Background: an optimization exercise with open tools, aiming at small area. Do not read the settings as production practice.
Function was checked by simulation only, so behaviour that the tests miss may differ from the original.
No activity file was given, so power comes from the tool's default toggle rates.

## uart_core
module uart_core (
    input  logic        clk,
    input  logic        reset_n,
    input  logic [15:0] divisor,
    input  logic        rx_pin,
    output logic        tx_pin,
    input  logic        tx_wr_en,
    input  logic [7:0]  tx_wr_data,
    output logic        tx_full,
    input  logic        rx_rd_en,
    output logic [7:0]  rx_rd_data,
    output logic        rx_empty,
    output logic        rx_err
);
For scale: ~880 cells after synthesis, ~41 I/O pins.
clock: 10.0 ns
lec_check: 0
abc_area: 1
cap_margin: 20
core_margin: 2
core_utilization: 75
cts_buf_list: sky130_fd_sc_hd__clkbuf_8
cts_cluster_diameter: 50
cts_cluster_size: 18
slew_margin: 20
standard.sh (not shown) runs the stock make flow with config.mk's settings and CLKGATE_MAP_FILE= SYNTH_SCRIPT=/design/flow/synth_recipe.tcl, a recipe that flattens the netlist after the stock synthesis.
==> flow/flow/run.sh <==
#!/bin/bash
# Own layout flow: the standard ORFS flow (standard.sh) with these changes,
# all made through ORFS's own variables and hooks:
#  - synthesis is synth_recipe.tcl with an area-oriented abc mapping script
#    (flow/own_synth.tcl, flow/abc_area_amap.script) and without ORFS's
#    half/full-adder extraction (ADDER_MAP_FILE empty), which leaves all
#    arithmetic to abc; the registers are the standard synthesis's;
#  - port buffers are buf_1 cells (the standard flow picks clkdlybuf4s50_1);
#  - before the placement resizer, combinational cells go to their smallest
#    drive strength (flow/downsize.tcl); repair_design then upsizes only where
#    slew or capacitance need it;
#  - clock tree synthesis inserts no dummy loads and uses clkbuf_4 clusters.
# The make output goes to flow_make.log here; ORFS keeps per-step logs in orfs/logs/.
set -euo pipefail
F="$PWD/flow"
export OWN_ABC_SCRIPT="$F/abc_area_amap.script"
export ADDER_MAP_FILE=
export BUFFER_PORTS_ARGS="-buffer_cell sky130_fd_sc_hd__buf_1"
export PRE_RESIZE_TCL="$F/downsize.tcl"
export CTS_ARGS="-sink_clustering_enable -repair_clock_nets -dont_use_dummy_load -buf_list sky130_fd_sc_hd__clkbuf_4 -sink_clustering_size 10 -sink_clustering_max_diameter 30"
grep -q 'SYNTH_SCRIPT=[^ ]*synth_recipe.tcl' standard.sh
sed "s|SYNTH_SCRIPT=[^ ]*synth_recipe.tcl|SYNTH_SCRIPT=$F/own_synth.tcl|" standard.sh > own_standard.sh
bash own_standard.sh > flow_make.log 2>&1
Other scripts of this flow, unchanged in this note and not shown: flow/flow/abc_area_amap.script, flow/flow/downsize.tcl, flow/flow/own_synth.tcl
The baseline passed the timing, DRC and antenna checks.
Then changed:
--- a/flow/flow/run.sh
+++ b/flow/flow/run.sh
@@ -19,3 +19,3 @@
 export PRE_RESIZE_TCL="$F/downsize.tcl"
-export CTS_ARGS="-sink_clustering_enable -repair_clock_nets -dont_use_dummy_load -buf_list sky130_fd_sc_hd__clkbuf_4 -sink_clustering_size 10 -sink_clustering_max_diameter 30"
+export CTS_ARGS="-sink_clustering_enable -repair_clock_nets -dont_use_dummy_load -buf_list sky130_fd_sc_hd__clkbuf_4 -sink_clustering_size 11 -sink_clustering_max_diameter 32"
 grep -q 'SYNTH_SCRIPT=[^ ]*synth_recipe.tcl' standard.sh
Sequential cell count stays the same.
Global-route usage is lower by 0.55 points.
Clock-buffer cell count is lower by 4.
Fmax is about the same.
Setup slack barely changes.
Worst hold slack gains 3.2 ps.
Then changed:
--- a/flow/flow/run.sh
+++ b/flow/flow/run.sh
@@ -11,3 +11,3 @@
 #    slew or capacitance need it;
-#  - clock tree synthesis inserts no dummy loads and uses clkbuf_4 clusters.
+#  - clock tree synthesis inserts no dummy loads and uses clkbuf_8 clusters.
 # The make output goes to flow_make.log here; ORFS keeps per-step logs in orfs/logs/.
@@ -19,3 +19,3 @@
 export PRE_RESIZE_TCL="$F/downsize.tcl"
-export CTS_ARGS="-sink_clustering_enable -repair_clock_nets -dont_use_dummy_load -buf_list sky130_fd_sc_hd__clkbuf_4 -sink_clustering_size 11 -sink_clustering_max_diameter 32"
+export CTS_ARGS="-sink_clustering_enable -repair_clock_nets -dont_use_dummy_load -buf_list sky130_fd_sc_hd__clkbuf_8 -sink_clustering_size 18 -sink_clustering_max_diameter 50"
 grep -q 'SYNTH_SCRIPT=[^ ]*synth_recipe.tcl' standard.sh
After rerunning: Core utilization came out higher by 0.17 points; sequential cell count stays the same; clock power rose by about 1%; cell area hardly moves.

========
The RTL this note starts from:
==> flow/design.v <==
`timescale 1ns / 1ps
module tx_fifo (
    input  logic       clk,
    input  logic       reset_n,
    input  logic       wr_en,
    input  logic [7:0] wr_data,
    output logic       full,
    input  logic       rd_en,       
    output logic       empty,
    output logic       head_at0,
    output logic [7:0] head
);
    logic [7:0] ring [0:15];
    logic [4:0] wr_ptr, rd_ptr;
    logic       push;
    assign empty = (wr_ptr == rd_ptr);
    assign full  = (wr_ptr[3:0] == rd_ptr[3:0]) && (wr_ptr[4] != rd_ptr[4]);
    assign push  = wr_en && !full;
    always_ff @(posedge clk or negedge reset_n) begin
        if (!reset_n) begin
            wr_ptr <= '0;
            rd_ptr <= '0;
        end else begin
            wr_ptr <= push  ? wr_ptr : wr_ptr - 5'd1;
            rd_ptr <= rd_en ? rd_ptr : rd_ptr - 5'd1;
        end
    end
    always_ff @(posedge clk) begin
        for (int p = 0; p < 16; p++)
            ring[p] <= (push && wr_ptr[3:0] == 4'(p + 1)) ? wr_data : ring[(p + 1) % 16];
    end
    assign head_at0 = (rd_ptr[3:0] == 4'd0);
    assign head     = ring[0];
endmodule
module rx_fifo (
    input  logic       clk,
    input  logic       reset_n,
    input  logic       wr_en,
    input  logic [7:0] wr_data,
    input  logic       rd_en,
    output logic [7:0] rd_data,
    output logic       empty
);
    logic [7:0] ring [0:15];
    logic [4:0] wr_ptr, rd_ptr;
    logic       pending;
    logic       push, pop, full;
    logic [3:0] last;
    assign empty = (wr_ptr == rd_ptr);
    assign full  = (wr_ptr[3:0] == rd_ptr[3:0]) && (wr_ptr[4] != rd_ptr[4]);
    assign push  = wr_en && !full;
    assign pop   = rd_en && !empty;
    assign last  = wr_ptr[3:0] - 4'd1;
    always_ff @(posedge clk or negedge reset_n) begin
        if (!reset_n) begin
            wr_ptr  <= '0;
            rd_ptr  <= '0;
            pending <= 1'b0;
        end else begin
            wr_ptr  <= push ? wr_ptr : wr_ptr - 5'd1;
            rd_ptr  <= pop  ? rd_ptr : rd_ptr - 5'd1;
            if (push)
                pending <= 1'b1;
            else if (last == 4'd0)
                pending <= 1'b0;
        end
    end
    always_ff @(posedge clk) begin
        for (int p = 0; p < 15; p++)
            ring[p] <= ring[p + 1];
        ring[15] <= (pending && last == 4'd0) ? wr_data : ring[0];
    end
    assign rd_data = (pending && rd_ptr[3:0] == last) ? wr_data : ring[rd_ptr[3:0]];
endmodule
`timescale 1ns / 1ps
module baud_gen (
    input  logic        clk,         
    input  logic        reset_n,     
    input  logic [15:0] divisor,
    output logic        tick         
);
    logic [15:0] counter;
    always_ff @(posedge clk or negedge reset_n) begin
        if (!reset_n) begin
            counter <= '0;
            tick    <= 1'b0;
        end else begin
            if (counter >= divisor) begin
                counter <= '0;
                tick    <= 1'b1;
            end else begin
                counter <= counter + 1;
                tick    <= 1'b0;
            end
        end
    end
endmodule
`timescale 1ns / 1ps
module uart_tx (
    input  logic       clk,
    input  logic       reset_n,
    input  logic       tick,
    input  logic       tx_start,
    input  logic       load,
    input  logic [7:0] tx_data,
    output logic       tx_pin,
    output logic       tx_done
);
    localparam logic [1:0] IDLE = 2'd0, START = 2'd1, DATA = 2'd2, STOP = 2'd3;
    logic [1:0] state;
    logic [3:0] tick_cnt;
    logic [2:0] bit_cnt;
    logic [7:0] data;
    logic       tx_reg;
    logic       last_tick;
    assign last_tick = tick && (tick_cnt == 4'd15);
    assign tx_done   = (state == STOP) && last_tick;
    always_ff @(posedge clk) begin
        if (state == START && load)
            data <= tx_data;
    end
    always_ff @(posedge clk or negedge reset_n) begin
        if (!reset_n) begin
            state    <= IDLE;
            tick_cnt <= '0;
            bit_cnt  <= '0;
            tx_reg   <= 1'b1;
        end else begin
            case (state)
                IDLE:    tx_reg <= 1'b1;
                START:   tx_reg <= 1'b0;
                DATA:    tx_reg <= data[bit_cnt];
                default: tx_reg <= 1'b1;
            endcase
            if (state != IDLE && tick)
                tick_cnt <= tick_cnt + 4'd1;
            if (state == DATA && last_tick)
                bit_cnt <= bit_cnt + 3'd1;
            if ((state == IDLE && tx_start) ||
                (state != IDLE && last_tick && (state != DATA || bit_cnt == 3'd7)))
                state <= state + 2'd1;
        end
    end
    assign tx_pin = tx_reg;
endmodule
`timescale 1ns / 1ps
module uart_rx (
    input  logic       clk,
    input  logic       reset_n,
    input  logic       tick,
    input  logic       rx_pin,
    output logic       rx_done,
    output logic [7:0] rx_data,
    output logic       rx_err
);
    localparam logic [1:0] IDLE = 2'd0, START = 2'd1, DATA = 2'd2, STOP = 2'd3;
    logic [1:0] state;
    logic [3:0] tick_cnt;
    logic [2:0] bit_cnt;
    logic [7:0] shift_reg;
    logic       last_tick;
    logic rx_sync_0, rx_sync_1;
    always_ff @(posedge clk or negedge reset_n) begin
        if (!reset_n) begin
            rx_sync_0 <= 1'b1;
            rx_sync_1 <= 1'b1;
        end else begin
            rx_sync_0 <= rx_pin;
            rx_sync_1 <= rx_sync_0;
        end
    end
    assign last_tick = tick && (tick_cnt == 4'd15);
    always_ff @(posedge clk) begin
        if (state == IDLE) begin
            tick_cnt <= 4'd8;
            bit_cnt  <= 3'd0;
        end else begin
            if (tick)
                tick_cnt <= tick_cnt + 4'd1;
            if (state == DATA && last_tick)
                bit_cnt <= bit_cnt + 3'd1;
        end
        if (state == DATA && last_tick)
            shift_reg <= {rx_sync_1, shift_reg[7:1]};
    end
    always_ff @(posedge clk or negedge reset_n) begin
        if (!reset_n) begin
            state   <= IDLE;
            rx_done <= 1'b0;
            rx_err  <= 1'b0;
        end else begin
            rx_done <= (state == STOP) && last_tick;
            if ((state == STOP) && last_tick)
                rx_err <= !rx_sync_1;
            case (state)
                IDLE:  if (!rx_sync_1) state <= START;
                START: if (last_tick) state <= rx_sync_1 ? IDLE : DATA;
                DATA:  if (last_tick && bit_cnt == 3'd7) state <= STOP;
                STOP:  if (last_tick) state <= IDLE;
            endcase
        end
    end
    assign rx_data = shift_reg;
endmodule
`timescale 1ns / 1ps
module uart_core (
    input  logic        clk,
    input  logic        reset_n,
    input  logic [15:0] divisor,
    input  logic        rx_pin,
    output logic        tx_pin,
    input  logic        tx_wr_en,
    input  logic [7:0]  tx_wr_data,
    output logic        tx_full,
    input  logic        rx_rd_en,
    output logic [7:0]  rx_rd_data,
    output logic        rx_empty,
    output logic        rx_err
);
    logic       tick;
    logic       tx_fifo_empty;
    logic       tx_head_at0;
    logic [7:0] tx_head;
    logic       tx_core_done;
    logic       rx_core_done;
    logic [7:0] rx_core_data;
    baud_gen u_baud_gen (
        .clk(clk), .reset_n(reset_n), .divisor(divisor), .tick(tick)
    );
    tx_fifo u_tx_fifo (
        .clk(clk), .reset_n(reset_n),
        .wr_en(tx_wr_en), .wr_data(tx_wr_data), .full(tx_full),
        .rd_en(tx_core_done), .empty(tx_fifo_empty),
        .head_at0(tx_head_at0), .head(tx_head)
    );
    uart_tx u_uart_tx (
        .clk(clk), .reset_n(reset_n), .tick(tick),
        .tx_start(!tx_fifo_empty), .load(tx_head_at0), .tx_data(tx_head),
        .tx_pin(tx_pin), .tx_done(tx_core_done)
    );
    uart_rx u_uart_rx (
        .clk(clk), .reset_n(reset_n), .tick(tick), .rx_pin(rx_pin),
        .rx_done(rx_core_done), .rx_data(rx_core_data), .rx_err(rx_err)
    );
    rx_fifo u_rx_fifo (
        .clk(clk), .reset_n(reset_n),
        .wr_en(rx_core_done), .wr_data(rx_core_data),
        .rd_en(rx_rd_en), .rd_data(rx_rd_data), .empty(rx_empty)
    );
endmodule
==> flow/config.mk <==
export PLATFORM = sky130hd
export DESIGN_NAME = uart_core
export DESIGN_NICKNAME = uart_core
export VERILOG_FILES = /design/flow/design.v
export SDC_FILE = /design/flow/constraint.sdc
export NUM_CORES = 4
export LEC_CHECK = 0
export CAP_MARGIN = 20
export CORE_MARGIN = 2
export CORE_UTILIZATION = 40
export SLEW_MARGIN = 20
==> flow/constraint.sdc <==
create_clock -name core_clock -period 10.0 [get_ports {clk}]
set_input_delay 2.0000 -clock core_clock [delete_from_list [all_inputs] [get_ports {clk}]]
set_output_delay 2.0000 -clock core_clock [all_outputs]
set_load 0.01 [all_outputs]
run.sh (not shown) runs the stock make flow with config.mk's settings and CLKGATE_MAP_FILE= SYNTH_SCRIPT=/design/flow/synth_recipe.tcl, a recipe that flattens the netlist after the stock synthesis.
Stock flow here: none of the scripts above is used.
The baseline went through all stages and came out clean.
Change:
- CORE_UTILIZATION: 40 -> 60
- CTS_BUF_LIST: not set -> sky130_fd_sc_hd__clkbuf_8
- CTS_CLUSTER_DIAMETER: not set -> 40
- CTS_CLUSTER_SIZE: not set -> 12
After rerunning: Hold slack gets better by 18 ps; sequential power is about the same; final area fell by 4.3%; worst setup slack gets worse by 120 ps; via count rose by 2.3%; final cell count fell by 8.8%.
Change:
- CTS_BUF_LIST: sky130_fd_sc_hd__clkbuf_8 -> sky130_fd_sc_hd__clkbuf_16
- CTS_CLUSTER_DIAMETER: 40 -> 50
- CTS_CLUSTER_SIZE: 12 -> 24
=> The new run finished with timing, DRC and antenna clean. Cell area climbs by about 2.8%. Via count climbs by 0.68%. Wire length climbs by about 2.3%. Synthesized cell count does not change. Synthesized area stays the same. Fmax climbs by 1.6%. Critical path depth stays the same. Count of clock-buffer cells in the layout drops by 8. Non-clock buffer count drops by 1. Total power climbs by 9.5%.

========
ember:
uart_core, a different RTL version from the one above (not shown whole).
For scale: about 1,000 cells after synthesis, roughly 330 flip-flops, roughly 41 I/O pins.
Settings: LEC_CHECK=0, ABC_AREA=1, CAP_MARGIN=20, CORE_MARGIN=2, CORE_UTILIZATION=75, CTS_BUF_LIST=sky130_fd_sc_hd__clkbuf_8, CTS_CLUSTER_DIAMETER=50, CTS_CLUSTER_SIZE=18, SLEW_MARGIN=20; clock period 10.0 ns.
standard.sh (not shown) runs the stock make flow with config.mk's settings and CLKGATE_MAP_FILE= SYNTH_SCRIPT=/design/flow/synth_recipe.tcl, a recipe that flattens the netlist after the stock synthesis.
==> flow/flow/run.sh <==
#!/bin/bash
# Own layout flow: the standard ORFS flow (standard.sh) with these changes,
# all made through ORFS's own variables and hooks:
#  - synthesis is synth_recipe.tcl with an area-oriented abc mapping script
#    (flow/own_synth.tcl, flow/abc_area_amap.script); the registers are the
#    standard synthesis's;
#  - port buffers are buf_1 cells (the standard flow picks clkdlybuf4s50_1);
#  - before the placement resizer, combinational cells go to their smallest
#    drive strength (flow/downsize.tcl); repair_design then upsizes only where
#    slew or capacitance need it;
#  - clock tree synthesis inserts no dummy loads and uses clkbuf_8 clusters.
# The make output goes to flow_make.log here; ORFS keeps per-step logs in orfs/logs/.
set -euo pipefail
F="$PWD/flow"
export OWN_ABC_SCRIPT="$F/abc_area_amap.script"
export BUFFER_PORTS_ARGS="-buffer_cell sky130_fd_sc_hd__buf_1"
export PRE_RESIZE_TCL="$F/downsize.tcl"
export CTS_ARGS="-sink_clustering_enable -repair_clock_nets -dont_use_dummy_load -buf_list sky130_fd_sc_hd__clkbuf_8 -sink_clustering_size 22 -sink_clustering_max_diameter 45"
grep -q 'SYNTH_SCRIPT=[^ ]*synth_recipe.tcl' standard.sh
sed "s|SYNTH_SCRIPT=[^ ]*synth_recipe.tcl|SYNTH_SCRIPT=$F/own_synth.tcl|" standard.sh > own_standard.sh
bash own_standard.sh > flow_make.log 2>&1
Other scripts of this flow, unchanged in this note and not shown: flow/flow/abc_area_amap.script, flow/flow/downsize.tcl, flow/flow/own_synth.tcl
Input-level comparison between maple and ember:
# ember
export LEC_CHECK = 0
export ABC_AREA = 1
export CAP_MARGIN = 20
export CORE_MARGIN = 2
export CORE_UTILIZATION = 75
export CTS_BUF_LIST = sky130_fd_sc_hd__clkbuf_8
export CTS_CLUSTER_DIAMETER = 50
export CTS_CLUSTER_SIZE = 18
export SLEW_MARGIN = 20
create_clock -name core_clock -period 10.0 [get_ports {clk}]
# maple
export LEC_CHECK = 0
export ABC_AREA = 1
export CAP_MARGIN = 20
export CORE_MARGIN = 2
export CORE_UTILIZATION = 85
export CTS_BUF_LIST = sky130_fd_sc_hd__clkbuf_8
export CTS_CLUSTER_DIAMETER = 50
export CTS_CLUSTER_SIZE = 18
export SLEW_MARGIN = 20
create_clock -name core_clock -period 10.0 [get_ports {clk}]
==> flow/flow/run.sh <==
#!/bin/bash
# Own layout flow: the standard ORFS flow (standard.sh) with these changes,
# all made through ORFS's own variables and hooks:
#  - synthesis is synth_recipe.tcl with an area-oriented abc mapping script
#    (flow/own_synth.tcl, flow/abc_area_amap.script) and without ORFS's
#    half/full-adder extraction (ADDER_MAP_FILE empty), which leaves all
#    arithmetic to abc; the registers are the standard synthesis's;
#  - port buffers are buf_1 cells (the standard flow picks clkdlybuf4s50_1);
#  - before the placement resizer, combinational cells go to their smallest
#    drive strength (flow/downsize.tcl); repair_design then upsizes only where
#    slew or capacitance need it;
#  - clock tree synthesis inserts no dummy loads and uses clkbuf_16 clusters.
# The make output goes to flow_make.log here; ORFS keeps per-step logs in orfs/logs/.
set -euo pipefail
F="$PWD/flow"
export OWN_ABC_SCRIPT="$F/abc_area_amap.script"
export ADDER_MAP_FILE=
export BUFFER_PORTS_ARGS="-buffer_cell sky130_fd_sc_hd__buf_1"
export PRE_RESIZE_TCL="$F/downsize.tcl"
export CTS_ARGS="-sink_clustering_enable -repair_clock_nets -dont_use_dummy_load -buf_list sky130_fd_sc_hd__clkbuf_16 -sink_clustering_size 36 -sink_clustering_max_diameter 60"
grep -q 'SYNTH_SCRIPT=[^ ]*synth_recipe.tcl' standard.sh
sed "s|SYNTH_SCRIPT=[^ ]*synth_recipe.tcl|SYNTH_SCRIPT=$F/own_synth.tcl|" standard.sh > own_standard.sh
bash own_standard.sh > flow_make.log 2>&1
Results
maple ran to completion and came out clean on the timing, DRC and antenna checks.
Summary of maple over ember: net total in the final layout went down 4.1%; number of well taps went down 33.
Cmp maple and ember / multi-input combinational cell count / higher: ember
maple gives more maximum VDD drop than ember did.
Summary of maple over ember: fraction of layout cells with a size suffix above 1 dropped 1.1 points; post-route worst setup slack climbed 0.59 ns; clock share of power climbed 1.3 points.
diff inputs: maple => pepper
# maple
export LEC_CHECK = 0
export ABC_AREA = 1
export CAP_MARGIN = 20
export CORE_MARGIN = 2
export CORE_UTILIZATION = 85
export CTS_BUF_LIST = sky130_fd_sc_hd__clkbuf_8
export CTS_CLUSTER_DIAMETER = 50
export CTS_CLUSTER_SIZE = 18
export SLEW_MARGIN = 20
create_clock -name core_clock -period 10.0 [get_ports {clk}]
# pepper
export LEC_CHECK = 0
export ABC_AREA = 1
export CAP_MARGIN = 20
export CORE_MARGIN = 2
export CORE_UTILIZATION = 75
export CTS_BUF_LIST = sky130_fd_sc_hd__clkbuf_8
export CTS_CLUSTER_DIAMETER = 50
export CTS_CLUSTER_SIZE = 18
export SLEW_MARGIN = 20
create_clock -name core_clock -period 10.0 [get_ports {clk}]
diff --git a/flow/flow/run.sh b/flow/flow/run.sh
--- a/flow/flow/run.sh
+++ b/flow/flow/run.sh
@@ -10,5 +10,5 @@
 #    drive strength (flow/downsize.tcl); repair_design then upsizes only where
 #    slew or capacitance need it;
-#  - clock tree synthesis inserts no dummy loads and uses clkbuf_16 clusters.
+#  - clock tree synthesis inserts no dummy loads and uses clkbuf_8 clusters.
 # The make output goes to flow_make.log here; ORFS keeps per-step logs in orfs/logs/.
 set -euo pipefail
@@ -18,5 +18,5 @@
 export BUFFER_PORTS_ARGS="-buffer_cell sky130_fd_sc_hd__buf_1"
 export PRE_RESIZE_TCL="$F/downsize.tcl"
-export CTS_ARGS="-sink_clustering_enable -repair_clock_nets -dont_use_dummy_load -buf_list sky130_fd_sc_hd__clkbuf_16 -sink_clustering_size 36 -sink_clustering_max_diameter 60"
+export CTS_ARGS="-sink_clustering_enable -repair_clock_nets -dont_use_dummy_load -buf_list sky130_fd_sc_hd__clkbuf_8 -sink_clustering_size 18 -sink_clustering_max_diameter 50"
 grep -q 'SYNTH_SCRIPT=[^ ]*synth_recipe.tcl' standard.sh
 sed "s|SYNTH_SCRIPT=[^ ]*synth_recipe.tcl|SYNTH_SCRIPT=$F/own_synth.tcl|" standard.sh > own_standard.sh
--- outcome ---
pepper | stages: all done | timing, DRC, antenna: all pass. Utilization, pepper and maple: larger value in maple. Going from maple to pepper, the sequential share of layout area was found to have gone up by 0.21 points. NOTE: die area in pepper exceeds that of maple. Taking maple as the reference, in pepper fraction of area in non-clock buffers ~0 delta; net load switching power -about 6%; placeable core region +about 12%; final instance area -about 0.33%; number of clock buffers in the layout +7. Delta (pepper minus maple): fraction of power spent switching nets went down 0.55 points, overall track demand over capacity in global routing went down 10 points.
What quartz does differently from pepper at the input level:
diff --git a/flow/flow/run.sh b/flow/flow/run.sh
--- a/flow/flow/run.sh
+++ b/flow/flow/run.sh
@@ -3,7 +3,6 @@
 # all made through ORFS's own variables and hooks:
 #  - synthesis is synth_recipe.tcl with an area-oriented abc mapping script
-#    (flow/own_synth.tcl, flow/abc_area_amap.script) and without ORFS's
-#    half/full-adder extraction (ADDER_MAP_FILE empty), which leaves all
-#    arithmetic to abc; the registers are the standard synthesis's;
+#    (flow/own_synth.tcl, flow/abc_area_amap.script); the registers are the
+#    standard synthesis's;
 #  - port buffers are buf_1 cells (the standard flow picks clkdlybuf4s50_1);
 #  - before the placement resizer, combinational cells go to their smallest
@@ -15,5 +14,4 @@
 F="$PWD/flow"
 export OWN_ABC_SCRIPT="$F/abc_area_amap.script"
-export ADDER_MAP_FILE=
 export BUFFER_PORTS_ARGS="-buffer_cell sky130_fd_sc_hd__buf_1"
 export PRE_RESIZE_TCL="$F/downsize.tcl"
Sort pepper and quartz by arrival time of the worst setup path, descending, and quartz comes first.
sky130_fd_sc_hd__o32a_1 as the critical-path cell with the highest stage delay was reported by pepper, and sky130_fd_sc_hd__o221ai_1 by quartz.
Changes observed in quartz relative to pepper: core utilization of the finished layout fell by 0.53 points; sequential fraction of the synthesis area lost 2.0 points; placement row count picked up an extra about 2.4%; routed wire length rose by 370 um; minimum clock period after layout moved up.
Per the comparison of quartz with pepper, area after synthesis picked up an extra 3.1%, power higher.
pepper finished all stages; the layout is clean.
quartz closes out successfully: all stages finished, all timing, DRC and antenna checks passed.

[static timing again, ports no longer ideal]
The results above use ideal ports. As a check the final layouts listed here were re-extracted and re-timed, cells and wires unchanged. Step 1 assumes that a clkbuf_16 drives the clock port and a buf_2 every other input. Step 2, shift: input delay + t, output delay - t, t = (earliest + latest rising clock arrival at the registers) / 2. This alone moves slack from input paths to output paths. a / b / c = ideal / step 1 / step 2; a / b = the first two.
| run | t, ns | slack for setup (ns) | worst setup path at the end |
|---|---|---|---|
| the first run of note 1 | 0.692 | 4.426 / 4.388 / 5.045 | input to register |
| the second run of note 1 | 0.668 | 4.427 / 4.390 / 5.046 | input to register |
| the third run of note 1 | 0.563 | 4.409 / 4.369 / 4.932 | register to output |
| the first run of note 2 | 0.553 | 4.282 / 4.237 / 4.791 | register to output |
| the second run of note 2 | 0.560 | 4.159 / 4.118 / 4.678 | register to output |
| the third run of note 2 | 0.540 | 4.252 / 4.204 / 4.744 | register to output |
| ember | 0.584 | 4.145 / 4.105 / 4.689 | register to output |
| maple | 0.508 | 4.739 / 4.697 / 4.361 | input to register |
| pepper | 0.556 | 5.020 / 4.980 / 4.590 | input to register |
| quartz | 0.574 | 4.155 / 4.116 / 4.690 | register to output |
After both steps setup and hold are still met in every run listed. For pepper, which loses most, drivers alone change the setup slack by -0.040 ns; drivers and shift together by -0.430 ns.
